This design comes from an exercise in tuning for small area and a short achievable clock period on the open sky130 flow, not from production work.
Function was checked by simulation only, so behaviour that the tests miss may differ from the original.
No activity file was given, so power comes from the tool's default toggle rates.

--- flow/design.v ---
module pg_bit(
	input  wire a,
	input  wire b,
	input  wire use_b,
	input  wire sub,
	output wire g,
	output wire p
);
wire nb, x;
nand2_cell u_nb (.a(b), .b(use_b), .y(nb));
xnor2_cell u_x  (.a(nb), .b(sub), .y(x));
xor2_cell  u_p  (.a(a), .b(x), .y(p));
and2_cell  u_g  (.a(a), .b(x), .y(g));
endmodule
module nand2_cell(input wire a, b, output wire y);
assign y = ~(a & b);
endmodule
module xnor2_cell(input wire a, b, output wire y);
assign y = ~(a ^ b);
endmodule
module xor2_cell(input wire a, b, output wire y);
assign y = a ^ b;
endmodule
module and2_cell(input wire a, b, output wire y);
assign y = a & b;
endmodule
module ks_carries(
	input  wire        cin,
	input  wire [30:0] g,    
	input  wire [30:0] p,    
	output wire [31:0] cn    
);
wire g1_0;
cell_inv i1_0 (.a(cin), .y(g1_0));
wire g1_1;
pfx_aoi_g u1_1 (.gh(g[0]), .ph(p[0]), .gl(cin), .go(g1_1));
wire g1_2, p1_2;
pfx_aoi_gp u1_2 (.gh(g[1]), .ph(p[1]), .gl(g[0]), .pl(p[0]), .go(g1_2), .po(p1_2));
wire g1_3, p1_3;
pfx_aoi_gp u1_3 (.gh(g[2]), .ph(p[2]), .gl(g[1]), .pl(p[1]), .go(g1_3), .po(p1_3));
wire g1_4, p1_4;
pfx_aoi_gp u1_4 (.gh(g[3]), .ph(p[3]), .gl(g[2]), .pl(p[2]), .go(g1_4), .po(p1_4));
wire g1_5, p1_5;
pfx_aoi_gp u1_5 (.gh(g[4]), .ph(p[4]), .gl(g[3]), .pl(p[3]), .go(g1_5), .po(p1_5));
wire g1_6, p1_6;
pfx_aoi_gp u1_6 (.gh(g[5]), .ph(p[5]), .gl(g[4]), .pl(p[4]), .go(g1_6), .po(p1_6));
wire g1_7, p1_7;
pfx_aoi_gp u1_7 (.gh(g[6]), .ph(p[6]), .gl(g[5]), .pl(p[5]), .go(g1_7), .po(p1_7));
wire g1_8, p1_8;
pfx_aoi_gp u1_8 (.gh(g[7]), .ph(p[7]), .gl(g[6]), .pl(p[6]), .go(g1_8), .po(p1_8));
wire g1_9, p1_9;
pfx_aoi_gp u1_9 (.gh(g[8]), .ph(p[8]), .gl(g[7]), .pl(p[7]), .go(g1_9), .po(p1_9));
wire g1_10, p1_10;
pfx_aoi_gp u1_10 (.gh(g[9]), .ph(p[9]), .gl(g[8]), .pl(p[8]), .go(g1_10), .po(p1_10));
wire g1_11, p1_11;
pfx_aoi_gp u1_11 (.gh(g[10]), .ph(p[10]), .gl(g[9]), .pl(p[9]), .go(g1_11), .po(p1_11));
wire g1_12, p1_12;
pfx_aoi_gp u1_12 (.gh(g[11]), .ph(p[11]), .gl(g[10]), .pl(p[10]), .go(g1_12), .po(p1_12));
wire g1_13, p1_13;
pfx_aoi_gp u1_13 (.gh(g[12]), .ph(p[12]), .gl(g[11]), .pl(p[11]), .go(g1_13), .po(p1_13));
wire g1_14, p1_14;
pfx_aoi_gp u1_14 (.gh(g[13]), .ph(p[13]), .gl(g[12]), .pl(p[12]), .go(g1_14), .po(p1_14));
wire g1_15, p1_15;
pfx_aoi_gp u1_15 (.gh(g[14]), .ph(p[14]), .gl(g[13]), .pl(p[13]), .go(g1_15), .po(p1_15));
wire g1_16, p1_16;
pfx_aoi_gp u1_16 (.gh(g[15]), .ph(p[15]), .gl(g[14]), .pl(p[14]), .go(g1_16), .po(p1_16));
wire g1_17, p1_17;
pfx_aoi_gp u1_17 (.gh(g[16]), .ph(p[16]), .gl(g[15]), .pl(p[15]), .go(g1_17), .po(p1_17));
wire g1_18, p1_18;
pfx_aoi_gp u1_18 (.gh(g[17]), .ph(p[17]), .gl(g[16]), .pl(p[16]), .go(g1_18), .po(p1_18));
wire g1_19, p1_19;
pfx_aoi_gp u1_19 (.gh(g[18]), .ph(p[18]), .gl(g[17]), .pl(p[17]), .go(g1_19), .po(p1_19));
wire g1_20, p1_20;
pfx_aoi_gp u1_20 (.gh(g[19]), .ph(p[19]), .gl(g[18]), .pl(p[18]), .go(g1_20), .po(p1_20));
wire g1_21, p1_21;
pfx_aoi_gp u1_21 (.gh(g[20]), .ph(p[20]), .gl(g[19]), .pl(p[19]), .go(g1_21), .po(p1_21));
wire g1_22, p1_22;
pfx_aoi_gp u1_22 (.gh(g[21]), .ph(p[21]), .gl(g[20]), .pl(p[20]), .go(g1_22), .po(p1_22));
wire g1_23, p1_23;
pfx_aoi_gp u1_23 (.gh(g[22]), .ph(p[22]), .gl(g[21]), .pl(p[21]), .go(g1_23), .po(p1_23));
wire g1_24, p1_24;
pfx_aoi_gp u1_24 (.gh(g[23]), .ph(p[23]), .gl(g[22]), .pl(p[22]), .go(g1_24), .po(p1_24));
wire g1_25, p1_25;
pfx_aoi_gp u1_25 (.gh(g[24]), .ph(p[24]), .gl(g[23]), .pl(p[23]), .go(g1_25), .po(p1_25));
wire g1_26, p1_26;
pfx_aoi_gp u1_26 (.gh(g[25]), .ph(p[25]), .gl(g[24]), .pl(p[24]), .go(g1_26), .po(p1_26));
wire g1_27, p1_27;
pfx_aoi_gp u1_27 (.gh(g[26]), .ph(p[26]), .gl(g[25]), .pl(p[25]), .go(g1_27), .po(p1_27));
wire g1_28, p1_28;
pfx_aoi_gp u1_28 (.gh(g[27]), .ph(p[27]), .gl(g[26]), .pl(p[26]), .go(g1_28), .po(p1_28));
wire g1_29, p1_29;
pfx_aoi_gp u1_29 (.gh(g[28]), .ph(p[28]), .gl(g[27]), .pl(p[27]), .go(g1_29), .po(p1_29));
wire g1_30, p1_30;
pfx_aoi_gp u1_30 (.gh(g[29]), .ph(p[29]), .gl(g[28]), .pl(p[28]), .go(g1_30), .po(p1_30));
wire g1_31, p1_31;
pfx_aoi_gp u1_31 (.gh(g[30]), .ph(p[30]), .gl(g[29]), .pl(p[29]), .go(g1_31), .po(p1_31));
wire g2_0;
cell_inv i2_0 (.a(g1_0), .y(g2_0));
wire g2_1;
cell_inv i2_1 (.a(g1_1), .y(g2_1));
wire g2_2;
pfx_oai_g u2_2 (.gh(g1_2), .ph(p1_2), .gl(g1_0), .go(g2_2));
wire g2_3;
pfx_oai_g u2_3 (.gh(g1_3), .ph(p1_3), .gl(g1_1), .go(g2_3));
wire g2_4, p2_4;
pfx_oai_gp u2_4 (.gh(g1_4), .ph(p1_4), .gl(g1_2), .pl(p1_2), .go(g2_4), .po(p2_4));
wire g2_5, p2_5;
pfx_oai_gp u2_5 (.gh(g1_5), .ph(p1_5), .gl(g1_3), .pl(p1_3), .go(g2_5), .po(p2_5));
wire g2_6, p2_6;
pfx_oai_gp u2_6 (.gh(g1_6), .ph(p1_6), .gl(g1_4), .pl(p1_4), .go(g2_6), .po(p2_6));
wire g2_7, p2_7;
pfx_oai_gp u2_7 (.gh(g1_7), .ph(p1_7), .gl(g1_5), .pl(p1_5), .go(g2_7), .po(p2_7));
wire g2_8, p2_8;
pfx_oai_gp u2_8 (.gh(g1_8), .ph(p1_8), .gl(g1_6), .pl(p1_6), .go(g2_8), .po(p2_8));
wire g2_9, p2_9;
pfx_oai_gp u2_9 (.gh(g1_9), .ph(p1_9), .gl(g1_7), .pl(p1_7), .go(g2_9), .po(p2_9));
wire g2_10, p2_10;
pfx_oai_gp u2_10 (.gh(g1_10), .ph(p1_10), .gl(g1_8), .pl(p1_8), .go(g2_10), .po(p2_10));
wire g2_11, p2_11;
pfx_oai_gp u2_11 (.gh(g1_11), .ph(p1_11), .gl(g1_9), .pl(p1_9), .go(g2_11), .po(p2_11));
wire g2_12, p2_12;
pfx_oai_gp u2_12 (.gh(g1_12), .ph(p1_12), .gl(g1_10), .pl(p1_10), .go(g2_12), .po(p2_12));
wire g2_13, p2_13;
pfx_oai_gp u2_13 (.gh(g1_13), .ph(p1_13), .gl(g1_11), .pl(p1_11), .go(g2_13), .po(p2_13));
wire g2_14, p2_14;
pfx_oai_gp u2_14 (.gh(g1_14), .ph(p1_14), .gl(g1_12), .pl(p1_12), .go(g2_14), .po(p2_14));
wire g2_15, p2_15;
pfx_oai_gp u2_15 (.gh(g1_15), .ph(p1_15), .gl(g1_13), .pl(p1_13), .go(g2_15), .po(p2_15));
wire g2_16, p2_16;
pfx_oai_gp u2_16 (.gh(g1_16), .ph(p1_16), .gl(g1_14), .pl(p1_14), .go(g2_16), .po(p2_16));
wire g2_17, p2_17;
pfx_oai_gp u2_17 (.gh(g1_17), .ph(p1_17), .gl(g1_15), .pl(p1_15), .go(g2_17), .po(p2_17));
wire g2_18, p2_18;
pfx_oai_gp u2_18 (.gh(g1_18), .ph(p1_18), .gl(g1_16), .pl(p1_16), .go(g2_18), .po(p2_18));
wire g2_19, p2_19;
pfx_oai_gp u2_19 (.gh(g1_19), .ph(p1_19), .gl(g1_17), .pl(p1_17), .go(g2_19), .po(p2_19));
wire g2_20, p2_20;
pfx_oai_gp u2_20 (.gh(g1_20), .ph(p1_20), .gl(g1_18), .pl(p1_18), .go(g2_20), .po(p2_20));
wire g2_21, p2_21;
pfx_oai_gp u2_21 (.gh(g1_21), .ph(p1_21), .gl(g1_19), .pl(p1_19), .go(g2_21), .po(p2_21));
wire g2_22, p2_22;
pfx_oai_gp u2_22 (.gh(g1_22), .ph(p1_22), .gl(g1_20), .pl(p1_20), .go(g2_22), .po(p2_22));
wire g2_23, p2_23;
pfx_oai_gp u2_23 (.gh(g1_23), .ph(p1_23), .gl(g1_21), .pl(p1_21), .go(g2_23), .po(p2_23));
wire g2_24, p2_24;
pfx_oai_gp u2_24 (.gh(g1_24), .ph(p1_24), .gl(g1_22), .pl(p1_22), .go(g2_24), .po(p2_24));
wire g2_25, p2_25;
pfx_oai_gp u2_25 (.gh(g1_25), .ph(p1_25), .gl(g1_23), .pl(p1_23), .go(g2_25), .po(p2_25));
wire g2_26, p2_26;
pfx_oai_gp u2_26 (.gh(g1_26), .ph(p1_26), .gl(g1_24), .pl(p1_24), .go(g2_26), .po(p2_26));
wire g2_27, p2_27;
pfx_oai_gp u2_27 (.gh(g1_27), .ph(p1_27), .gl(g1_25), .pl(p1_25), .go(g2_27), .po(p2_27));
wire g2_28, p2_28;
pfx_oai_gp u2_28 (.gh(g1_28), .ph(p1_28), .gl(g1_26), .pl(p1_26), .go(g2_28), .po(p2_28));
wire g2_29, p2_29;
pfx_oai_gp u2_29 (.gh(g1_29), .ph(p1_29), .gl(g1_27), .pl(p1_27), .go(g2_29), .po(p2_29));
wire g2_30, p2_30;
pfx_oai_gp u2_30 (.gh(g1_30), .ph(p1_30), .gl(g1_28), .pl(p1_28), .go(g2_30), .po(p2_30));
wire g2_31, p2_31;
pfx_oai_gp u2_31 (.gh(g1_31), .ph(p1_31), .gl(g1_29), .pl(p1_29), .go(g2_31), .po(p2_31));
wire g3_0;
cell_inv i3_0 (.a(g2_0), .y(g3_0));
wire g3_1;
cell_inv i3_1 (.a(g2_1), .y(g3_1));
wire g3_2;
cell_inv i3_2 (.a(g2_2), .y(g3_2));
wire g3_3;
cell_inv i3_3 (.a(g2_3), .y(g3_3));
wire g3_4;
pfx_aoi_g u3_4 (.gh(g2_4), .ph(p2_4), .gl(g2_0), .go(g3_4));
wire g3_5;
pfx_aoi_g u3_5 (.gh(g2_5), .ph(p2_5), .gl(g2_1), .go(g3_5));
wire g3_6;
pfx_aoi_g u3_6 (.gh(g2_6), .ph(p2_6), .gl(g2_2), .go(g3_6));
wire g3_7;
pfx_aoi_g u3_7 (.gh(g2_7), .ph(p2_7), .gl(g2_3), .go(g3_7));
wire g3_8, p3_8;
pfx_aoi_gp u3_8 (.gh(g2_8), .ph(p2_8), .gl(g2_4), .pl(p2_4), .go(g3_8), .po(p3_8));
wire g3_9, p3_9;
pfx_aoi_gp u3_9 (.gh(g2_9), .ph(p2_9), .gl(g2_5), .pl(p2_5), .go(g3_9), .po(p3_9));
wire g3_10, p3_10;
pfx_aoi_gp u3_10 (.gh(g2_10), .ph(p2_10), .gl(g2_6), .pl(p2_6), .go(g3_10), .po(p3_10));
wire g3_11, p3_11;
pfx_aoi_gp u3_11 (.gh(g2_11), .ph(p2_11), .gl(g2_7), .pl(p2_7), .go(g3_11), .po(p3_11));
wire g3_12, p3_12;
pfx_aoi_gp u3_12 (.gh(g2_12), .ph(p2_12), .gl(g2_8), .pl(p2_8), .go(g3_12), .po(p3_12));
wire g3_13, p3_13;
pfx_aoi_gp u3_13 (.gh(g2_13), .ph(p2_13), .gl(g2_9), .pl(p2_9), .go(g3_13), .po(p3_13));
wire g3_14, p3_14;
pfx_aoi_gp u3_14 (.gh(g2_14), .ph(p2_14), .gl(g2_10), .pl(p2_10), .go(g3_14), .po(p3_14));
wire g3_15, p3_15;
pfx_aoi_gp u3_15 (.gh(g2_15), .ph(p2_15), .gl(g2_11), .pl(p2_11), .go(g3_15), .po(p3_15));
wire g3_16, p3_16;
pfx_aoi_gp u3_16 (.gh(g2_16), .ph(p2_16), .gl(g2_12), .pl(p2_12), .go(g3_16), .po(p3_16));
wire g3_17, p3_17;
pfx_aoi_gp u3_17 (.gh(g2_17), .ph(p2_17), .gl(g2_13), .pl(p2_13), .go(g3_17), .po(p3_17));
wire g3_18, p3_18;
pfx_aoi_gp u3_18 (.gh(g2_18), .ph(p2_18), .gl(g2_14), .pl(p2_14), .go(g3_18), .po(p3_18));
wire g3_19, p3_19;
pfx_aoi_gp u3_19 (.gh(g2_19), .ph(p2_19), .gl(g2_15), .pl(p2_15), .go(g3_19), .po(p3_19));
wire g3_20, p3_20;
pfx_aoi_gp u3_20 (.gh(g2_20), .ph(p2_20), .gl(g2_16), .pl(p2_16), .go(g3_20), .po(p3_20));
wire g3_21, p3_21;
pfx_aoi_gp u3_21 (.gh(g2_21), .ph(p2_21), .gl(g2_17), .pl(p2_17), .go(g3_21), .po(p3_21));
wire g3_22, p3_22;
pfx_aoi_gp u3_22 (.gh(g2_22), .ph(p2_22), .gl(g2_18), .pl(p2_18), .go(g3_22), .po(p3_22));
wire g3_23, p3_23;
pfx_aoi_gp u3_23 (.gh(g2_23), .ph(p2_23), .gl(g2_19), .pl(p2_19), .go(g3_23), .po(p3_23));
wire g3_24, p3_24;
pfx_aoi_gp u3_24 (.gh(g2_24), .ph(p2_24), .gl(g2_20), .pl(p2_20), .go(g3_24), .po(p3_24));
wire g3_25, p3_25;
pfx_aoi_gp u3_25 (.gh(g2_25), .ph(p2_25), .gl(g2_21), .pl(p2_21), .go(g3_25), .po(p3_25));
wire g3_26, p3_26;
pfx_aoi_gp u3_26 (.gh(g2_26), .ph(p2_26), .gl(g2_22), .pl(p2_22), .go(g3_26), .po(p3_26));
wire g3_27, p3_27;
pfx_aoi_gp u3_27 (.gh(g2_27), .ph(p2_27), .gl(g2_23), .pl(p2_23), .go(g3_27), .po(p3_27));
wire g3_28, p3_28;
pfx_aoi_gp u3_28 (.gh(g2_28), .ph(p2_28), .gl(g2_24), .pl(p2_24), .go(g3_28), .po(p3_28));
wire g3_29, p3_29;
pfx_aoi_gp u3_29 (.gh(g2_29), .ph(p2_29), .gl(g2_25), .pl(p2_25), .go(g3_29), .po(p3_29));
wire g3_30, p3_30;
pfx_aoi_gp u3_30 (.gh(g2_30), .ph(p2_30), .gl(g2_26), .pl(p2_26), .go(g3_30), .po(p3_30));
wire g3_31, p3_31;
pfx_aoi_gp u3_31 (.gh(g2_31), .ph(p2_31), .gl(g2_27), .pl(p2_27), .go(g3_31), .po(p3_31));
wire g4_0;
cell_inv i4_0 (.a(g3_0), .y(g4_0));
wire g4_1;
cell_inv i4_1 (.a(g3_1), .y(g4_1));
wire g4_2;
cell_inv i4_2 (.a(g3_2), .y(g4_2));
wire g4_3;
cell_inv i4_3 (.a(g3_3), .y(g4_3));
wire g4_4;
cell_inv i4_4 (.a(g3_4), .y(g4_4));
wire g4_5;
cell_inv i4_5 (.a(g3_5), .y(g4_5));
wire g4_6;
cell_inv i4_6 (.a(g3_6), .y(g4_6));
wire g4_7;
cell_inv i4_7 (.a(g3_7), .y(g4_7));
wire g4_8;
pfx_oai_g u4_8 (.gh(g3_8), .ph(p3_8), .gl(g3_0), .go(g4_8));
wire g4_9;
pfx_oai_g u4_9 (.gh(g3_9), .ph(p3_9), .gl(g3_1), .go(g4_9));
wire g4_10;
pfx_oai_g u4_10 (.gh(g3_10), .ph(p3_10), .gl(g3_2), .go(g4_10));
wire g4_11;
pfx_oai_g u4_11 (.gh(g3_11), .ph(p3_11), .gl(g3_3), .go(g4_11));
wire g4_12;
pfx_oai_g u4_12 (.gh(g3_12), .ph(p3_12), .gl(g3_4), .go(g4_12));
wire g4_13;
pfx_oai_g u4_13 (.gh(g3_13), .ph(p3_13), .gl(g3_5), .go(g4_13));
wire g4_14;
pfx_oai_g u4_14 (.gh(g3_14), .ph(p3_14), .gl(g3_6), .go(g4_14));
wire g4_15;
pfx_oai_g u4_15 (.gh(g3_15), .ph(p3_15), .gl(g3_7), .go(g4_15));
wire g4_16, p4_16;
pfx_oai_gp u4_16 (.gh(g3_16), .ph(p3_16), .gl(g3_8), .pl(p3_8), .go(g4_16), .po(p4_16));
wire g4_17, p4_17;
pfx_oai_gp u4_17 (.gh(g3_17), .ph(p3_17), .gl(g3_9), .pl(p3_9), .go(g4_17), .po(p4_17));
wire g4_18, p4_18;
pfx_oai_gp u4_18 (.gh(g3_18), .ph(p3_18), .gl(g3_10), .pl(p3_10), .go(g4_18), .po(p4_18));
wire g4_19, p4_19;
pfx_oai_gp u4_19 (.gh(g3_19), .ph(p3_19), .gl(g3_11), .pl(p3_11), .go(g4_19), .po(p4_19));
wire g4_20, p4_20;
pfx_oai_gp u4_20 (.gh(g3_20), .ph(p3_20), .gl(g3_12), .pl(p3_12), .go(g4_20), .po(p4_20));
wire g4_21, p4_21;
pfx_oai_gp u4_21 (.gh(g3_21), .ph(p3_21), .gl(g3_13), .pl(p3_13), .go(g4_21), .po(p4_21));
wire g4_22, p4_22;
pfx_oai_gp u4_22 (.gh(g3_22), .ph(p3_22), .gl(g3_14), .pl(p3_14), .go(g4_22), .po(p4_22));
wire g4_23, p4_23;
pfx_oai_gp u4_23 (.gh(g3_23), .ph(p3_23), .gl(g3_15), .pl(p3_15), .go(g4_23), .po(p4_23));
wire g4_24, p4_24;
pfx_oai_gp u4_24 (.gh(g3_24), .ph(p3_24), .gl(g3_16), .pl(p3_16), .go(g4_24), .po(p4_24));
wire g4_25, p4_25;
pfx_oai_gp u4_25 (.gh(g3_25), .ph(p3_25), .gl(g3_17), .pl(p3_17), .go(g4_25), .po(p4_25));
wire g4_26, p4_26;
pfx_oai_gp u4_26 (.gh(g3_26), .ph(p3_26), .gl(g3_18), .pl(p3_18), .go(g4_26), .po(p4_26));
wire g4_27, p4_27;
pfx_oai_gp u4_27 (.gh(g3_27), .ph(p3_27), .gl(g3_19), .pl(p3_19), .go(g4_27), .po(p4_27));
wire g4_28, p4_28;
pfx_oai_gp u4_28 (.gh(g3_28), .ph(p3_28), .gl(g3_20), .pl(p3_20), .go(g4_28), .po(p4_28));
wire g4_29, p4_29;
pfx_oai_gp u4_29 (.gh(g3_29), .ph(p3_29), .gl(g3_21), .pl(p3_21), .go(g4_29), .po(p4_29));
wire g4_30, p4_30;
pfx_oai_gp u4_30 (.gh(g3_30), .ph(p3_30), .gl(g3_22), .pl(p3_22), .go(g4_30), .po(p4_30));
wire g4_31, p4_31;
pfx_oai_gp u4_31 (.gh(g3_31), .ph(p3_31), .gl(g3_23), .pl(p3_23), .go(g4_31), .po(p4_31));
cell_inv i5_0 (.a(g4_0), .y(cn[0]));
cell_inv i5_1 (.a(g4_1), .y(cn[1]));
cell_inv i5_2 (.a(g4_2), .y(cn[2]));
cell_inv i5_3 (.a(g4_3), .y(cn[3]));
cell_inv i5_4 (.a(g4_4), .y(cn[4]));
cell_inv i5_5 (.a(g4_5), .y(cn[5]));
cell_inv i5_6 (.a(g4_6), .y(cn[6]));
cell_inv i5_7 (.a(g4_7), .y(cn[7]));
cell_inv i5_8 (.a(g4_8), .y(cn[8]));
cell_inv i5_9 (.a(g4_9), .y(cn[9]));
cell_inv i5_10 (.a(g4_10), .y(cn[10]));
cell_inv i5_11 (.a(g4_11), .y(cn[11]));
cell_inv i5_12 (.a(g4_12), .y(cn[12]));
cell_inv i5_13 (.a(g4_13), .y(cn[13]));
cell_inv i5_14 (.a(g4_14), .y(cn[14]));
cell_inv i5_15 (.a(g4_15), .y(cn[15]));
pfx_aoi_g u5_16 (.gh(g4_16), .ph(p4_16), .gl(g4_0), .go(cn[16]));
pfx_aoi_g u5_17 (.gh(g4_17), .ph(p4_17), .gl(g4_1), .go(cn[17]));
pfx_aoi_g u5_18 (.gh(g4_18), .ph(p4_18), .gl(g4_2), .go(cn[18]));
pfx_aoi_g u5_19 (.gh(g4_19), .ph(p4_19), .gl(g4_3), .go(cn[19]));
pfx_aoi_g u5_20 (.gh(g4_20), .ph(p4_20), .gl(g4_4), .go(cn[20]));
pfx_aoi_g u5_21 (.gh(g4_21), .ph(p4_21), .gl(g4_5), .go(cn[21]));
pfx_aoi_g u5_22 (.gh(g4_22), .ph(p4_22), .gl(g4_6), .go(cn[22]));
pfx_aoi_g u5_23 (.gh(g4_23), .ph(p4_23), .gl(g4_7), .go(cn[23]));
pfx_aoi_g u5_24 (.gh(g4_24), .ph(p4_24), .gl(g4_8), .go(cn[24]));
pfx_aoi_g u5_25 (.gh(g4_25), .ph(p4_25), .gl(g4_9), .go(cn[25]));
pfx_aoi_g u5_26 (.gh(g4_26), .ph(p4_26), .gl(g4_10), .go(cn[26]));
pfx_aoi_g u5_27 (.gh(g4_27), .ph(p4_27), .gl(g4_11), .go(cn[27]));
pfx_aoi_g u5_28 (.gh(g4_28), .ph(p4_28), .gl(g4_12), .go(cn[28]));
pfx_aoi_g u5_29 (.gh(g4_29), .ph(p4_29), .gl(g4_13), .go(cn[29]));
pfx_aoi_g u5_30 (.gh(g4_30), .ph(p4_30), .gl(g4_14), .go(cn[30]));
pfx_aoi_g u5_31 (.gh(g4_31), .ph(p4_31), .gl(g4_15), .go(cn[31]));
endmodule
module cell_inv(input wire a, output wire y);
assign y = ~a;
endmodule
module pfx_aoi_gp(input wire gh, ph, gl, pl, output wire go, po);
assign go = ~(gh | (ph & gl));
assign po = ~(ph & pl);
endmodule
module pfx_aoi_g(input wire gh, ph, gl, output wire go);
assign go = ~(gh | (ph & gl));
endmodule
module pfx_oai_gp(input wire gh, ph, gl, pl, output wire go, po);
assign go = ~(gh & (ph | gl));
assign po = ~(ph | pl);
endmodule
module pfx_oai_g(input wire gh, ph, gl, output wire go);
assign go = ~(gh & (ph | gl));
endmodule
module mux_cell(input wire s, d1, d0, output wire y);
assign y = s ? d1 : d0;
endmodule
module sub_ctl(input wire [3:0] op, output wire y);
assign y = ~op[3] & (op[1] ? op[0] : op[2]);
endmodule
module useb_ctl(input wire [3:0] op, output wire y);
assign y = ~((~op[2] & op[1] & ~op[0]) | (op[2] & ~op[1] & op[0]));
endmodule
module cin_ctl(input wire [3:0] op, output wire y);
assign y = ~op[3] & (op[0] ? ~(op[1] | op[2]) : (op[1] ^ op[2]));
endmodule
module zx_cell(input wire p, g, q, output wire e);
assign e = ~(p ^ (g | q));
endmodule
module nand4_cell(input wire a, b, c, d, output wire y);
assign y = ~(a & b & c & d);
endmodule
module nor2_cell(input wire a, b, output wire y);
assign y = ~(a | b);
endmodule
module zfin_cell(input wire zn, en, o, output wire y);
assign y = (en & ~zn) | o;
endmodule
module pbl2_datapath(
	input wire        clk,
	input wire        rst,
	input wire [3:0]  rf_read_a,
	input wire [3:0]  rf_read_b,
	input wire [3:0]  rf_write_addr,
	input wire        rf_read_en,
	input wire        rf_write_en,
	input wire        wb_from_mem,
	input wire [31:0] mem_data,
	input wire [4:0]  opula,
	input wire        alu_src_imm,
	input wire [15:0] imm,
	input wire        alu_en,
	output reg [31:0] alu_result,
	output reg        flag_zero,
	output reg        flag_carry,
	output reg        flag_sign,
	output reg        flag_overflow,
	output reg        alu_ready,
	output reg [31:0] rf_out_a,
	output reg [31:0] rf_out_b
);
genvar i;
integer k;
wire [31:0]  wdata = wb_from_mem ? mem_data : alu_result;
wire [31:0]  wd    = rst ? 32'd0 : wdata;
wire [511:0] regs;
generate
	for (i = 0; i < 16; i = i + 1) begin : g_reg
		reg [31:0] q;
		wire en = rst | (rf_write_en & (rf_write_addr == i));
		always @(posedge clk)
			if (en) q <= (i == 1) ? {wd[31:1], wd[0] | rst} : wd;
		assign regs[32*i +: 32] = q;
	end
endgenerate
wire rd_hold = ~rst & ~rf_read_en;
reg [31:0] ma, mb;
always @(*) begin
	ma = {32{rd_hold}} & rf_out_a;
	mb = {32{rd_hold}} & rf_out_b;
	for (k = 0; k < 16; k = k + 1) begin
		ma = ma | ({32{~rst & rf_read_en & (rf_read_a == k)}} & regs[32*k +: 32]);
		mb = mb | ({32{~rst & rf_read_en & (rf_read_b == k)}} & regs[32*k +: 32]);
	end
end
always @(posedge clk) begin
	rf_out_a <= ma;
	rf_out_b <= mb;
end
reg       arith;     
reg       ovf_inc;   
reg       ovf_dec;   
reg       shl, shr;
reg       logic_op;
reg [3:0] lut;       
reg       nop;       
always @(*) begin
	arith = 1'b0;
	ovf_inc = 1'b0; ovf_dec = 1'b0; shl = 1'b0; shr = 1'b0;
	logic_op = 1'b0; lut = 4'b0000; nop = 1'b0;
	case (opula)
		5'd0, 5'd8, 5'd12, 5'd22: arith = 1'b1;                            
		5'd1, 5'd3, 5'd4: arith = 1'b1;                                   
		5'd2:  begin arith = 1'b1; ovf_inc = 1'b1; end                     
		5'd5:  begin arith = 1'b1; ovf_dec = 1'b1; end                     
		5'd6:  shl = 1'b1;
		5'd7:  shr = 1'b1;
		5'd9:  begin logic_op = 1'b1; lut = 4'b1000; end  
		5'd10: begin logic_op = 1'b1; lut = 4'b0010; end  
		5'd11: begin logic_op = 1'b1; lut = 4'b0100; end  
		5'd13, 5'd15: begin logic_op = 1'b1; lut = 4'b1110; end  
		5'd14: begin logic_op = 1'b1; lut = 4'b0110; end  
		5'd16: begin logic_op = 1'b1; lut = 4'b0111; end  
		5'd17: begin logic_op = 1'b1; lut = 4'b1001; end  
		5'd18: begin logic_op = 1'b1; lut = 4'b0011; end  
		5'd19: begin logic_op = 1'b1; lut = 4'b1011; end  
		5'd20: begin logic_op = 1'b1; lut = 4'b1101; end  
		5'd21: begin logic_op = 1'b1; lut = 4'b0001; end  
		default: nop = 1'b1;
	endcase
end
wire sub, use_b, cin;
sub_ctl  u_sub  (.op(opula[3:0]), .y(sub));
useb_ctl u_useb (.op(opula[3:0]), .y(use_b));
cin_ctl  u_cin  (.op(opula[3:0]), .y(cin));
wire [31:0] a = rf_out_a;
wire [31:0] b = alu_src_imm ? {{16{imm[15]}}, imm} : rf_out_b;
wire [31:0] g, p;
generate
	for (i = 0; i < 32; i = i + 1) begin : g_pg
		pg_bit u_pg (.a(a[i]), .b(b[i]), .use_b(use_b), .sub(sub), .g(g[i]), .p(p[i]));
	end
endgenerate
wire [31:0] cn;    
ks_carries u_ks (.cin(cin), .g(g[30:0]), .p(p[30:0]), .cn(cn));
wire [31:0] ze;
zx_cell u_zx0 (.p(p[0]), .g(cin), .q(1'b0), .e(ze[0]));
generate
	for (i = 1; i < 32; i = i + 1) begin : g_zx
		zx_cell u_zx (.p(p[i]), .g(g[i-1]), .q(p[i-1]), .e(ze[i]));
	end
endgenerate
wire [7:0] zn4;
wire [3:0] z8;
wire       sum_zero_n;
generate
	for (i = 0; i < 8; i = i + 1) begin : g_z4
		nand4_cell u_z4 (.a(ze[4*i]), .b(ze[4*i+1]), .c(ze[4*i+2]), .d(ze[4*i+3]), .y(zn4[i]));
	end
	for (i = 0; i < 4; i = i + 1) begin : g_z8
		nor2_cell u_z8 (.a(zn4[2*i]), .b(zn4[2*i+1]), .y(z8[i]));
	end
endgenerate
nand4_cell u_z32 (.a(z8[0]), .b(z8[1]), .c(z8[2]), .d(z8[3]), .y(sum_zero_n));
function [31:0] rev(input [31:0] v);
	integer n;
	for (n = 0; n < 32; n = n + 1) rev[n] = v[31-n];
endfunction
wire        big = |b[31:5];    
wire [31:0] sh_in  = opula[0] ? a : rev(a);
wire [31:0] sh_out = sh_in >> b[4:0];
reg  [31:0] keep;
always @(*)
	for (k = 0; k < 32; k = k + 1)
		keep[k] = (k >= b[4:0]);
wire zsh = ~|(sh_in & keep);
wire [31:0] lg = ({32{lut[3]}} &  a &  b) | ({32{lut[2]}} &  a & ~b) |
                 ({32{lut[1]}} & ~a &  b) | ({32{lut[0]}} & ~a & ~b);
wire        sh_ok   = ~big & ~rst;
wire [31:0] r_other = ({32{shr & sh_ok}} & sh_out) |
                      ({32{shl & sh_ok}} & rev(sh_out)) |
                      ({32{logic_op & ~rst}} & lg);
wire        sel_sum = arith & ~rst;
wire [31:0] r_new;
generate
	for (i = 0; i < 32; i = i + 1) begin : g_res
		mux_cell u_r (.s(cn[i]), .d1(( sel_sum & p[i]) | r_other[i]),
		              .d0((sel_sum & ~p[i]) | r_other[i]), .y(r_new[i]));
	end
endgenerate
wire z_other = ~rst & (nop ? ~|alu_result :
                       logic_op ? ~|lg :
                       (shl | shr) ? (big | zsh) : 1'b0);
wire z_new;
zfin_cell u_zfin (.zn(sum_zero_n), .en(arith & ~rst), .o(z_other), .y(z_new));
function ovf_of(input ar, input sb, input inc, input dec, input a31, input b31, input r31);
	ovf_of = ar & (
		(~sb & ~a31 & ~b31 &  r31) | (~sb & a31 &  b31 & ~r31) |
		( sb & ~a31 &  b31 &  r31) | ( sb & a31 & ~b31 & ~r31) |
		(inc & ~a31 & r31) | (dec & a31 & ~r31));
endfunction
wire ovf, carry, sign;
mux_cell u_ovf (.s(cn[31]),
	.d1(~rst & ovf_of(arith, sub, ovf_inc, ovf_dec, a[31], b[31],  p[31])),
	.d0(~rst & ovf_of(arith, sub, ovf_inc, ovf_dec, a[31], b[31], ~p[31])), .y(ovf));
mux_cell u_carry (.s(cn[31]), .d1(~rst & (g[31] ^ sub)),
	.d0(~rst & ((g[31] | p[31]) ^ sub)), .y(carry));
mux_cell u_sign (.s(cn[31]), .d1(~rst & p[31]), .d0(~rst & ~p[31]), .y(sign));
always @(posedge clk) begin
	if (rst | (alu_en & ~nop))
		alu_result <= r_new;
	if (rst | alu_en) begin
		flag_zero     <= z_new;
		flag_overflow <= ovf;
	end
	if (rst | (alu_en & arith)) begin
		flag_carry <= carry;
		flag_sign  <= sign;
	end
	alu_ready <= ~rst & alu_en;
end
endmodule
--- flow/standard.sh ---
#!/bin/bash
# synth_recipe.tcl (not shown) runs the flow's synth.tcl, then flattens the netlist and writes it again
# the make line also repeats each setting of config.mk as NAME=value (left out here)
make -C /OpenROAD-flow-scripts/flow DESIGN_CONFIG=/design/flow/config.mk WORK_HOME=/design/flow/orfs CLKGATE_MAP_FILE= SYNTH_SCRIPT=/design/flow/synth_recipe.tcl "${@:-finish}"
--- flow/config.mk ---
export PLATFORM = sky130hd
export DESIGN_NAME = pbl2_datapath
export DESIGN_NICKNAME = pbl2_datapath
export VERILOG_FILES = /design/flow/design.v
export SDC_FILE = /design/flow/constraint.sdc
export NUM_CORES = 4
export LEC_CHECK = 0
export CAP_MARGIN = 30
export CORE_MARGIN = 2
export CORE_UTILIZATION = 40
export CTS_CLUSTER_DIAMETER = 100
export CTS_CLUSTER_SIZE = 30
export SETUP_SLACK_MARGIN = 3
export SLEW_MARGIN = 30
export SYNTH_HIERARCHICAL = 1
export SYNTH_MINIMUM_KEEP_SIZE = 0
export TNS_END_PERCENT = 0
--- flow/flow/run.sh ---
#!/bin/bash
# The standard layout (standard.sh), with the port buffers that
# buffer_ports inserts made plain buf_2 cells instead of its default choice
# (clkdlybuf4s50_1, a delay cell). Every port still gets its own buffer.
set -euo pipefail
bash standard.sh BUFFER_PORTS_ARGS="-buffer_cell sky130_fd_sc_hd__buf_2" finish > standard.log 2>&1
--- flow/constraint.sdc ---
create_clock -name core_clock -period 6.0 [get_ports {clk}]
set_input_delay 1.2000 -clock core_clock [delete_from_list [all_inputs] [get_ports {clk}]]
set_output_delay 1.2000 -clock core_clock [all_outputs]
set_load 0.01 [all_outputs]
==> results.txt, run 1 <==
synth warn 7; Logic pwr share 0.270; final setup TNS 0 ns; Max IR drop VDD 0.000275 V; Die Height 294 um; post-synthesis async set-or-reset flop share 0; Tmin final 3.60 ns; f_max 278 MHz; total die area 86,400 um^2; Critical Path RT 6.60 ns; setup violators final 0; final non-filler cell total 4,332; Max stage delay on crit path 0.97 ns; Sequential Area 17,800 um^2; Final Hold Viols 0; Port Buffers 172; WL final 173,000 um; design area 41,200 um^2; DRC Markers 0; hpwl dp 111,000 um; Netlist cell types 82; placed cell count about 4.1k; part of the power in registers 0.505; vias per inst 7.24; Worst EP arrival 4.20 ns; Clk pin slew, worst setup/hold paths 0.12 ns; post-synthesis sequential area ratio 0.528; Slew @ Worst Pin 1.08 ns; Iteration-0 DRC Markers 5,271; num ports around 170; final hold slack 0.497 ns; crit start category primary input; grt ovf 0; Top FF cell, synth edfxtp_1; Initial Util 0.403; RSZ-0062 raised after global routing true; leak pwr 14.9 nW; Routability Congestion between 1 and 1.5; global-route wire length before repair 236,000 um; power density cells 263 nW/um^2; period utilization 0.600; status finished clean; CTS Buf Count 28; cts hold-fix bufs 0; pin count of the biggest net entering global routing 65; placed cell areas 36,700 um^2; Slowest cell on crit path nor2_4; CTS Sinks a little over 600; total power between 10 and 15 mW; layout cell share with drive strength beyond 1 0.331; CTS max path bufs 3; Rows 106; type of the worst setup path in2reg; Max H-tree Level 1; cell taking the most area after synthesis edfxtp_1; vias in the first global route 30.4k; Worst slew margin 0.282; gr usage total 0.389; antenna violations before repair 12; post-synthesis cell count a little under 3k; Int Pwr 7.06 mW; total number of vias 31.4k; # Max-Cap Violations 0; clk root buf clkbuf_16; Switch Pwr roughly 3.8 mW; Post-synth EDFFs ~550; CP endpoint kind flop; FILL cells 7,348; Place WS roughly 0.82 ns; die width 294 um; CTS tree yes; Clock power frac 0.225; type of the tightest min-delay check reg2reg; post-route setup slack 2.40 ns; Final #Nets 3,297; synthesis-to-layout area growth 22.4%; syn_area_per_cell 11.5 um^2; area occupied by multi-input gates 17,300 um^2; clk_skew 0.0833 ns; Antenna Nets Post-Route 0; core area 83,400 um^2; TritonRoute pass-1 iters 14; worst skew pair latency roughly 0.70 ns; Synth top area share 0.489; Synth Register Bits 613; Mapped Nets 3,002; count of pins over their slew limit 0; Routed wire per std cell 39.8 um; Crit Path Max Fanout 19; final core area utilization 0.494; switch share 0.347; Mapped Area approximately 34,000 um^2; synth top area cells edfxtp_1 49%, a22oi_1 7.2%, dfxtp_1 3.9%, mux2i_1 3.6%, nor2_1 2.9%; crit path cell chain buf_2 -> nand2b_1 -> or3_1 -> nor2_4 -> buf_4 -> a22oi_1 -> nand3_1 -> nor2_1 -> nand2_1
state kept, by name, indices dropped and copies added, names as in the netlist:
register,flops
alu_ready,1
alu_result,32
flag_carry,1
flag_overflow,1
flag_sign,1
flag_zero,1
g.q,512
rf_out_a,32
rf_out_b,32
routing by layer:
metal	GRT usage	vias to the layer above	part of all wire
li1	-	12250	-
met1	0.458	15299	0.33
met2	0.588	2927	0.43
met3	0.128	891	0.14
met4	0.297	6	0.097
met5	0.00227	-	0.00018
worst max-delay path: cells and delay by family:
kind                   cells  cell delay (ns)
and+or+nand+nor            6             2.15
AOI/OAI and AO/OA          1             0.11
buffers and inverters      2             0.70
layout by cell type, fill, tap and decap left out, types with 56 or more instances in the layout:
cell type	count
a221oi_1	76
mux2i_1	83
buf_2	167
dfxtp_1	58
nand2_1	195
nand4_1	61
nand3_1	75
buf_4	224
edfxtp_1	548
a21oi_2	56
a22oi_1	321
nor2_1	184
cells by family after synthesis:
logic type,count (synthesis),share of synthesized area
xor+xnor,100,0.0260
simple gates,827,0.115
mux,246,0.0944
flops,613,0.528
other cells,1,0.000111
compound gates,896,0.206
buf+inv,244,0.0298
fa+ha+maj,2,0.000669
path summary, 6_finish.rpt:
check | start | to | slack [ns] | depth (start not counted)
min | g_reg[7].q[27]$_DFFE_PP_ | rf_out_b[27]$_DFF_P_ | 0.50 | 2
min reg2reg | g_reg[7].q[27]$_DFFE_PP_ | rf_out_b[27]$_DFF_P_ | 0.50 | 2
max reg2reg | rf_out_a[13]$_DFF_P_ | alu_result[21]$_DFFE_PP_ | 2.50 | 8
max | rst | rf_out_b[28]$_DFF_P_ | 2.40 | 9
final cells by class:
type | instances | area share
clock inverter | 10 | 0.00480
sequential | 613 | 0.432
inverter | 55 | 0.00556
tap | 1080 | 0.0328
multi-input combinational | 2078 | 0.419
clock buffer | 40 | 0.0181
antenna | 8 | 0.000486
timing repair buffer | 448 | 0.0873
modules after synthesis, one instance, submodules excluded, excerpt:
module | copies in the design | flip-flops and latches
and2_cell | 32 | 0
xnor2_cell | 32 | 0
pfx_oai_g | 10 | 0
zfin_cell | 1 | 0
sub_ctl | 1 | 0
zx_cell | 32 | 0
xor2_cell | 32 | 0
pfx_oai_gp | 44 | 0
cell_inv | 31 | 0
mux_cell | 35 | 0
useb_ctl | 1 | 0
nor2_cell | 4 | 0
pfx_aoi_gp | 54 | 0
nand4_cell | 9 | 0
cin_ctl | 1 | 0
nand2_cell | 32 | 0
synth_stat cells (40+ instances only):
library cell,n
xor2_1,66
a221oi_1,76
a21oi_1,59
a222oi_1,54
o21ai_0,51
o21ai_2,44
nand2_1,239
clkbuf_1,136
inv_1,49
and3_1,40
nor2_1,259
mux2i_1,120
mux2_2,52
nand4_1,61
nand3_1,75
a22oi_1,322
edfxtp_1,548
dfxtp_1,65
a21oi_2,76
timing repair:
item	4_1_cts	5_1_grt
gates cloned	16	0
pin swaps	111	7
setup endpoints to repair	189	110
setup buffers	117	17
gates resized for setup	375	22
power by group through the flow:
stage | Sequential, mW | Clock (mW) | Combinational [mW]
floorplan | 5.38 | 0 | 1.30
global placement | 5.51 | 0 | 2.23
detailed placement | 5.51 | 0 | 2.25
CTS | 5.43 | 2.43 | 2.77
global route | 5.47 | 2.58 | 3.00
finish | 5.45 | 2.43 | 2.92
==> run 2, diff against run 1 <==
==> flow/run.sh (new file) <==
#!/bin/bash
# synth_recipe.tcl (not shown) runs the flow's synth.tcl, then flattens the netlist and writes it again
# the make line also repeats each setting of config.mk as NAME=value (left out here)
make -C /OpenROAD-flow-scripts/flow DESIGN_CONFIG=/design/flow/config.mk WORK_HOME=/design/flow/orfs CLKGATE_MAP_FILE= SYNTH_SCRIPT=/design/flow/synth_recipe.tcl finish
==> flow/config.mk (replaced) <==
export PLATFORM = sky130hd
export DESIGN_NAME = pbl2_datapath
export DESIGN_NICKNAME = pbl2_datapath
export VERILOG_FILES = /design/flow/design.v
export SDC_FILE = /design/flow/constraint.sdc
export NUM_CORES = 4
export LEC_CHECK = 0
export CAP_MARGIN = 20
export CORE_MARGIN = 2
export CORE_UTILIZATION = 40
export SETUP_SLACK_MARGIN = 3
export SLEW_MARGIN = 20
export SYNTH_HIERARCHICAL = 1
export SYNTH_MINIMUM_KEEP_SIZE = 0
export TNS_END_PERCENT = 0
removed: flow/flow/run.sh
removed: flow/standard.sh
==> run 2 against run 1 <==
Compared with the run above: still clean on timing, DRC and antenna; clock-buffer cell count increased by 54; cell area increased by 4.3%; area after synthesis unchanged.
==> results.txt, run 2 <==
status finished clean; f_max ~270 MHz; post-synthesis async set-or-reset flop share 0; global-route wire length before repair 235,000 um; RSZ-0062 raised after global routing true; clk root buf clkbuf_16; Mapped Area 33,600 um^2; grt ovf 0; vias in the first global route 30.1k; period utilization 0.607; synth warn 7; final setup TNS 0 ns; Synth Register Bits 613; Max IR drop VDD 0.000270 V; setup violators final 0; Netlist cell types between 80 and 90; # Max-Cap Violations 0; CTS Buf Count slightly below 70; Top FF cell, synth edfxtp_1; Worst slew margin 0.239; design area 42,900 um^2; layout cell share with drive strength beyond 1 0.268; power density cells 295 nW/um^2; leak pwr around 16 nW; Mapped Nets ~3k; WL final 172,000 um; Worst EP arrival 4.13 ns; core area 83,400 um^2; Tmin final approximately 3.6 ns; Max H-tree Level 3; post-synthesis sequential area ratio 0.528; DRC Markers 0; Crit Path Max Fanout 11; die width 294 um; hpwl dp 114,000 um; synth cell count leaders 548 x edfxtp_1, 322 x a22oi_1, 259 x nor2_1, 239 x nand2_1, 136 x clkbuf_1; CTS Sinks between 600 and 700; Slew @ Worst Pin 1.14 ns; post-synthesis cell count 2,929; TritonRoute pass-1 iters 9; Port Buffers 172; max FFs per register 512; gr usage total 0.387; synth top area cells edfxtp_1 49%, a22oi_1 7.2%, dfxtp_1 3.9%, mux2i_1 3.6%, nor2_1 2.9%; antenna violations before repair 9; CTS tree yes; pin count of the biggest net entering global routing 45; Antenna Nets Post-Route 0; Post-synth EDFFs 548; worst skew pair latency 0.64 ns; num ports between 150 and 200; total number of vias 31.7k; synthesis-to-layout area growth 27.6%; cell taking the most area after synthesis edfxtp_1; Final Hold Viols 0; type of the tightest min-delay check reg2reg; count of pins over their slew limit 0; CTS max path bufs 3; Rows roughly 110; Biggest register g.q; crit start category primary input; total die area slightly below 90,000 um^2; Critical Path RT 6.49 ns; most frequent cells in the layout 548 x edfxtp_1, 321 x a22oi_1, 242 x buf_4, 221 x nand2_1, 196 x nor2_1; Initial Util 0.403; vias per inst roughly 7; type of the worst setup path in2reg; Final #Nets 3,359; Synth top area share 0.489; syn_area_per_cell 11.5 um^2; most common cell in the synthesized netlist edfxtp_1; Die Height 294 um; commonest non-fill, non-tap cell in the layout edfxtp_1; placed cell areas about 38,000 um^2; Routability Congestion roughly 1.0; Clk pin slew, worst setup/hold paths 0.06 ns; Iteration-0 DRC Markers 6,034; Routed wire per std cell 38.9 um; CP endpoint kind flop; clk_skew 0.0326 ns
[run 2: cell types whose count changed in the layout (fill, tap and decap cells not counted), sizes merged, moves of 2 or more]
cell | before | now
clkbuf | 41 | 97
inv | 55 | 59
clkinv | 8 | 22
dlygate4sd2 | 0 | 8
bufbuf | 4 | 0
clkdlybuf4s15 | 0 | 2
clkdlybuf4s50 | 0 | 155
diode | 8 | 2
bufinv | 0 | 5
buf | 443 | 298
[run 2: final cells by class]
cell class / instances / area, um^2
Tap cell: 1080 / 1350
Clock buffer: 94 / 1920
Timing Repair Buffer: 467 / 4600
Inverter: 55 / 240
Multi-Input combinational cell: 2079 / 16700
Antenna cell: 2 / 5.00
Fill cell: 7143 / 40500
Timing Repair inverter: 2 / 15.0
Clock inverter: 31 / 383
Sequential cell: 613 / 17800
[run 2: per-module statistics from Yosys, one instance, submodules excluded, a selection]
module,times used,cells inside,cell area (um^2),flip-flops and latches
and2_cell,32,1,6.26,0
nand4_cell,9,1,6.26,0
zx_cell,32,2,12.5,0
pfx_aoi_g,21,1,8.76,0
pfx_oai_g,10,1,5.00,0
mux_cell,35,1,15.0,0
xor2_cell,32,1,8.76,0
pbl2_datapath,1,2419,30100,613
zfin_cell,1,2,11.3,0
nor2_cell,4,1,3.75,0
xnor2_cell,32,1,8.76,0
useb_ctl,1,3,18.8,0
cell_inv,31,1,3.75,0
pfx_oai_gp,44,2,12.5,0
pfx_aoi_gp,54,2,12.5,0
[run 2: through the flow]
step | worst slack (ns) | std cells | total power [mW] | utilization | hold WS (ns)
2_1_floorplan | 1.86 | 2929 | 6.68 | - | 0.446
3_3_place_gp | 0.737 | 4147 | 7.85 | 0.453 | 0.480
3_5_place_dp | 0.737 | 4149 | 7.88 | 0.454 | 0.479
4_1_cts | 2.50 | 4397 | 12.4 | 0.508 | 0.458
5_1_grt | 2.34 | 4421 | 12.9 | 0.514 | 0.480
6_report | 2.36 | 4423 | 12.7 | 0.515 | 0.460
[run 2: power breakdown]
group	internal (mW)	total [mW]	switching (mW)
combinational	1.06	2.87	1.81
clock	2.49	4.34	1.85
sequential	5.08	5.45	0.371
[run 2: cell families (layout without fill, tap and decap cells)]
| group | count (synthesis) | after routing | share of synthesized area |
|---|---|---|---|
| and+or+nand+nor | 827 | 834 | 0.115 |
| buffers and inverters | 244 | 649 | 0.0298 |
| AOI/OAI and AO/OA | 896 | 896 | 0.206 |
| other | 1 | 3 | 0.000111 |
| adders and majority gates | 2 | 2 | 0.000669 |
| muxes | 246 | 246 | 0.0944 |
| xor gates and xnor gates | 100 | 100 | 0.0260 |
| DFF | 613 | 613 | 0.528 |
[run 2: timing repair]
action,4_1_cts,5_1_grt
hold buffers,0,0
resized for setup,229,68
setup buffers,111,21
endpoints found under the setup margin,600,860
gates cloned,12,3
pin swaps,57,31
[run 2: layer usage]
| layer | vias to the layer above | track usage | share of wire |
|---|---|---|---|
| met3 | 837 | 0.109 | 0.13 |
| met1 | 15419 | 0.476 | 0.34 |
| met4 | 8 | 0.278 | 0.093 |
| met2 | 3016 | 0.586 | 0.43 |
| li1 | 12406 | - | - |
| met5 | - | 0 | 0.00028 |
[run 2: worst paths after layout]
check	startpoint	to	slack, ns	cells after the start
hold / removal	g_reg[2].q[19]$_DFFE_PP_	rf_out_a[19]$_DFF_P_	0.46	2
hold reg to reg	g_reg[2].q[19]$_DFFE_PP_	rf_out_a[19]$_DFF_P_	0.46	2
setup reg to reg	rf_out_b[23]$_DFF_P_	alu_result[25]$_DFFE_PP_	2.45	8
setup / recovery	imm[10]	alu_result[25]$_DFFE_PP_	2.36	10
[run 2: critical path: stages]
cell	delay [ns]
clkdlybuf4s50_1	0.52
mux2_4	0.35
nor3_1	0.22
nand4_1	0.11
buf_4	0.21
or4b_4	0.65
nor2_4	0.24
nand2_1	0.11
o211ai_1	0.25
mux2_4	0.25
==> run 3, diff against run 2 <==
--- a/flow/design.v
+++ b/flow/design.v
@@ -397,20 +397,20 @@
 		assign regs[32*i +: 32] = q;
 	end
 endgenerate
-wire rd_hold = ~rst & ~rf_read_en;
 reg [31:0] ma, mb;
 always @(*) begin
-	ma = {32{rd_hold}} & rf_out_a;
-	mb = {32{rd_hold}} & rf_out_b;
+	ma = 32'd0;
+	mb = 32'd0;
 	for (k = 0; k < 16; k = k + 1) begin
-		ma = ma | ({32{~rst & rf_read_en & (rf_read_a == k)}} & regs[32*k +: 32]);
-		mb = mb | ({32{~rst & rf_read_en & (rf_read_b == k)}} & regs[32*k +: 32]);
+		ma = ma | ({32{~rst & (rf_read_a == k)}} & regs[32*k +: 32]);
+		mb = mb | ({32{~rst & (rf_read_b == k)}} & regs[32*k +: 32]);
 	end
 end
-always @(posedge clk) begin
-	rf_out_a <= ma;
-	rf_out_b <= mb;
-end
+always @(posedge clk)
+	if (rst | rf_read_en) begin
+		rf_out_a <= ma;
+		rf_out_b <= mb;
+	end
 reg       arith;     
 reg       ovf_inc;   
 reg       ovf_dec;   
==> flow/flow/run.sh (new file) <==
#!/bin/bash
# The standard layout (standard.sh) with two changes to how the resizer
# works: the port buffers that buffer_ports inserts are plain buf_2 cells
# instead of its default choice (clkdlybuf4s50_1, a delay cell), and gate
# sizing may pick any cell of the same function (MATCH_CELL_FOOTPRINT=0)
# rather than only cells of the same footprint. Every port still gets its
# own buffer.
set -euo pipefail
bash standard.sh BUFFER_PORTS_ARGS="-buffer_cell sky130_fd_sc_hd__buf_2" MATCH_CELL_FOOTPRINT=0 finish > standard.log 2>&1
==> flow/standard.sh (new file) <==
#!/bin/bash
# synth_recipe.tcl (not shown) runs the flow's synth.tcl, then flattens the netlist and writes it again
# the make line also repeats each setting of config.mk as NAME=value (left out here)
make -C /OpenROAD-flow-scripts/flow DESIGN_CONFIG=/design/flow/config.mk WORK_HOME=/design/flow/orfs CLKGATE_MAP_FILE= SYNTH_SCRIPT=/design/flow/synth_recipe.tcl "${@:-finish}"
--- a/flow/config.mk
+++ b/flow/config.mk
@@ -5,11 +5,13 @@
 export SDC_FILE = /design/flow/constraint.sdc
 export NUM_CORES = 4
 export LEC_CHECK = 0
-export CAP_MARGIN = 20
+export CAP_MARGIN = 30
 export CORE_MARGIN = 2
 export CORE_UTILIZATION = 40
+export CTS_CLUSTER_DIAMETER = 100
+export CTS_CLUSTER_SIZE = 30
 export SETUP_SLACK_MARGIN = 3
-export SLEW_MARGIN = 20
+export SLEW_MARGIN = 30
 export SYNTH_HIERARCHICAL = 1
 export SYNTH_MINIMUM_KEEP_SIZE = 0
 export TNS_END_PERCENT = 0
removed: flow/run.sh
==> run 3 against run 2 <==
Compared with the run above: sequential power up 4.0%; cell count down 7.5%; critical endpoint is now alu_result[16]$_DFFE_PP_; still clean; largest power group unchanged; register-to-register slack worse by 0.17 ns; non-clock buffer count down 90.
==> results.txt, run 3 <==
status finished clean; area occupied by multi-input gates between 15,000 and 20,000 um^2; final hold slack 0.581 ns; cts hold-fix bufs 0; Tmin final 3.76 ns; CTS tree yes; Slowest cell on crit path a222oi_1; core area 83,300 um^2; final core area utilization 0.466; Worst Setup SP alu_src_imm; global-route wire length before repair 220,000 um; synth cell count leaders 612 x edfxtp_1, 273 x nand2_1, 192 x a221oi_1, 188 x nor2_1, 167 x mux2i_1; critical path's top delay family multiplexers; Clk pin slew, worst setup/hold paths about 0.12 ns; crit start category primary input; Routability Congestion 1.12; most common cell in the synthesized netlist edfxtp_1; CTS Sinks 613; period utilization 0.627; synth warn 7; antenna violations before repair 13; post-synthesis cell count 2,771; Port Buffers 172; setup violators final 0; CP endpoint kind flop; Max H-tree Level 1; Worst slew margin 0.253; Iteration-0 DRC Markers 4,984; Final Hold Viols 0; CTS max path bufs 3; Synth top area share 0.549; CP Buf/Inv Count 4; Crit Path Max Fanout 5; post-synthesis sequential area ratio 0.549; clk_skew between 0.06 and 0.07 ns; Sequential Area 18,400 um^2; Slew @ Worst Pin 1.12 ns; # Max-Cap Violations 0; clk root buf clkbuf_16; layout cell share with drive strength beyond 1 0.272; max FFs per register 512; syn_area_per_cell approximately 12 um^2; vias per inst 7.16; Max IR drop VDD 0.000269 V; most frequent cells in the layout 612 x edfxtp_1, 269 x nand2_1, 189 x a221oi_1, 174 x buf_4, 166 x buf_2; power density cells about 280 nW/um^2; Mapped Nets 2,844; RSZ-0062 raised after global routing true; Routed wire per std cell approximately 39 um; total die area 86,000 um^2; type of the tightest min-delay check reg2reg; Antenna Nets Post-Route 0; gr usage total 0.364; leak pwr ~14 nW; die width 293 um; type of the worst setup path in2reg; Worst Min Path Start g_reg[14].q[18]$_DFFE_PP_; Biggest register g.q; worst skew pair latency between 0.6 and 0.7 ns; Netlist cell types 84; f_max 266 MHz; Synth Register Bits 613; Final #Nets 3,075; CTS Buf Count 27; Initial Util 0.402; pin count of the biggest net entering global routing 65; Mapped Area 33,500 um^2; DRC Markers 0; Max stage delay on crit path 0.80 ns; cell taking the most area after synthesis edfxtp_1; Die Height 293 um; WL final 161,000 um; post-synthesis async set-or-reset flop share 0; TritonRoute pass-1 iters 8; grt ovf 0; Post-synth EDFFs 612; reg-to-reg startpoint rf_out_a[4]$_DFFE_PP_; synthesis-to-layout area growth 16.0%; total number of vias between 20k and 30k; Top FF cell, synth edfxtp_1; count of pins over their slew limit 0; num ports roughly 170; Rows approximately 110; Critical Path RT 6.40 ns; CP most frequent cell mux2_4; final setup TNS 0 ns; hpwl dp 107,000 um; FILL cells 7,535; vias in the first global route roughly 28k; Worst EP arrival 4.17 ns; crit path cell chain buf_16 -> mux2i_4 -> buf_6 -> clkinv_8 -> mux2_4 -> mux2_4 -> mux2i_4 -> mux2i_2 -> a222oi_1 -> buf_4 -> o21ai_2 -> mux2_4; commonest non-fill, non-tap cell in the layout edfxtp_1; synth top area cells edfxtp_1 55%, a221oi_1 5.0%, mux2i_1 5.0%, a22o_1 4.1%, nand2_1 3.1%
-- run 3: cell count changes after synthesis, moves of 21 or more --
cell,delta
nor2_1,-71
dfxtp_1,-64
mux2i_1,+47
a221oi_1,+116
o21ai_0,+25
a22o_1,+123
a22oi_1,-271
edfxtp_1,+64
nand3_1,-38
o22ai_1,+23
nand2_1,+34
and3_1,-37
mux2_2,-21
-- run 3: what timing repair did --
action / 4_1_cts / 5_1_grt
pin swaps: 31 / 1
cloned: 11 / 0
gates resized for setup: 151 / 10
setup endpoints to repair: 259 / 289
buffers inserted: 73 / 4
-- run 3: final cells by class --
cell class,count,area share
well taps,1080,0.0348
diodes,2,0.000129
flip-flops and latches,613,0.474
repair inverters,2,0.000451
multi-input cells,1927,0.391
repair buffers,377,0.0723
inverters,54,0.00599
clock inverters,7,0.00396
clock buffers,28,0.0175
-- run 3: per-module statistics from Yosys, one instance, submodules excluded, a selection --
module | area (um^2) | cells | copies in the design
xor2_cell | 8.76 | 1 | 32
pfx_aoi_g | 8.76 | 1 | 21
pfx_oai_gp | 12.5 | 2 | 44
sub_ctl | 13.8 | 2 | 1
pfx_oai_g | 5.00 | 1 | 10
pfx_aoi_gp | 12.5 | 2 | 54
nor2_cell | 3.75 | 1 | 4
and2_cell | 6.26 | 1 | 32
mux_cell | 15.0 | 1 | 35
cin_ctl | 33.8 | 5 | 1
pbl2_datapath | 30000 | 2261 | 1
zfin_cell | 11.3 | 2 | 1
nand2_cell | 3.75 | 1 | 32
xnor2_cell | 8.76 | 1 | 32
useb_ctl | 18.8 | 3 | 1
-- run 3: cells by family (layout without fill, tap and decap cells) --
logic type / Yosys count / count (layout) / share of synthesized area
adders and majority gates: 2 / 2 / 0.000710
AOI/OAI and AO/OA: 875 / 876 / 0.207
DFF: 613 / 613 / 0.549
xor gates and xnor gates: 100 / 100 / 0.0262
other: 1 / 3 / 0.000112
muxes: 259 / 259 / 0.0935
and+or+nand+nor: 689 / 689 / 0.0938
buffers and inverters: 232 / 468 / 0.0291
-- run 3: routing by layer --
metal | vias to the layer above | track usage | share of wire
met5 | - | 0 | 0.00062
met4 | 14 | 0.248 | 0.083
met3 | 719 | 0.0854 | 0.12
met2 | 2535 | 0.571 | 0.45
met1 | 14472 | 0.447 | 0.35
li1 | 11540 | - | -
-- run 3: path summary, 6_finish.rpt --
| kind | end | slack, ns | depth (start not counted) |
|---|---|---|---|
| max reg2reg | alu_result[16]$_DFFE_PP_ | 2.28 | 9 |
| min | rf_out_a[18]$_DFFE_PP_ | 0.58 | 1 |
| min reg2reg | rf_out_a[18]$_DFFE_PP_ | 0.58 | 1 |
| max | alu_result[16]$_DFFE_PP_ | 2.24 | 12 |
-- run 3: stage by stage --
stage                     instances  total power, mW  setup slack, ns  cell area (um^2)
after floorplan                2771             7.13             1.91             33600
after global placement         3961             8.36            0.890             36200
after detailed placement       3962             8.38            0.940             36300
after CTS                      4081             10.9             2.51             38600
after global routing           4088             11.3             2.29             38800
final                          4090             11.0             2.24             38800
-- run 3: power breakdown --
group          switching (mW)  total [mW]  internal [mW]  leakage, nW
Clock                    1.42        2.29          0.865        0.398
Sequential              0.466        5.67           5.20         6.35
Combinational            2.00        3.07           1.08         7.55

## what the ideal ports hide
The results above use ideal ports. As a check the final layouts listed here were re-extracted and re-timed, cells and wires unchanged. Step 1, drivers: a clkbuf_16 drives clk and a buf_2 each remaining input, both assumed. Step 2 moves the port delays by t, midway between the first and last clock arrival at a register: inputs arrive t later, outputs are due t later. That takes back most of the time a late clock gives input paths. Slacks: no drivers / after step 1 / after step 2; pairs: no drivers / after step 1.
run | t, ns | setup slack, ns | hold WS [ns] | worst data-port slew with drivers (ns) | pins driven straight from the clock port
run 1 | 0.731 | 2.402 / 2.405 / 1.674 | 0.497 / 0.497 / 0.497 | 0.17 | 1
run 2 | 0.694 | 2.360 / 2.373 / 1.679 | 0.460 / 0.460 / 0.460 | 0.18 | 1
run 3 | 0.712 | 2.235 / 2.151 / 1.439 | 0.581 / 0.581 / 0.581 | 0.15 | 1
After both steps setup and hold are still met in every run listed. For run 3, which loses most, drivers alone change the setup slack by -0.084 ns; drivers and shift together by -0.796 ns.
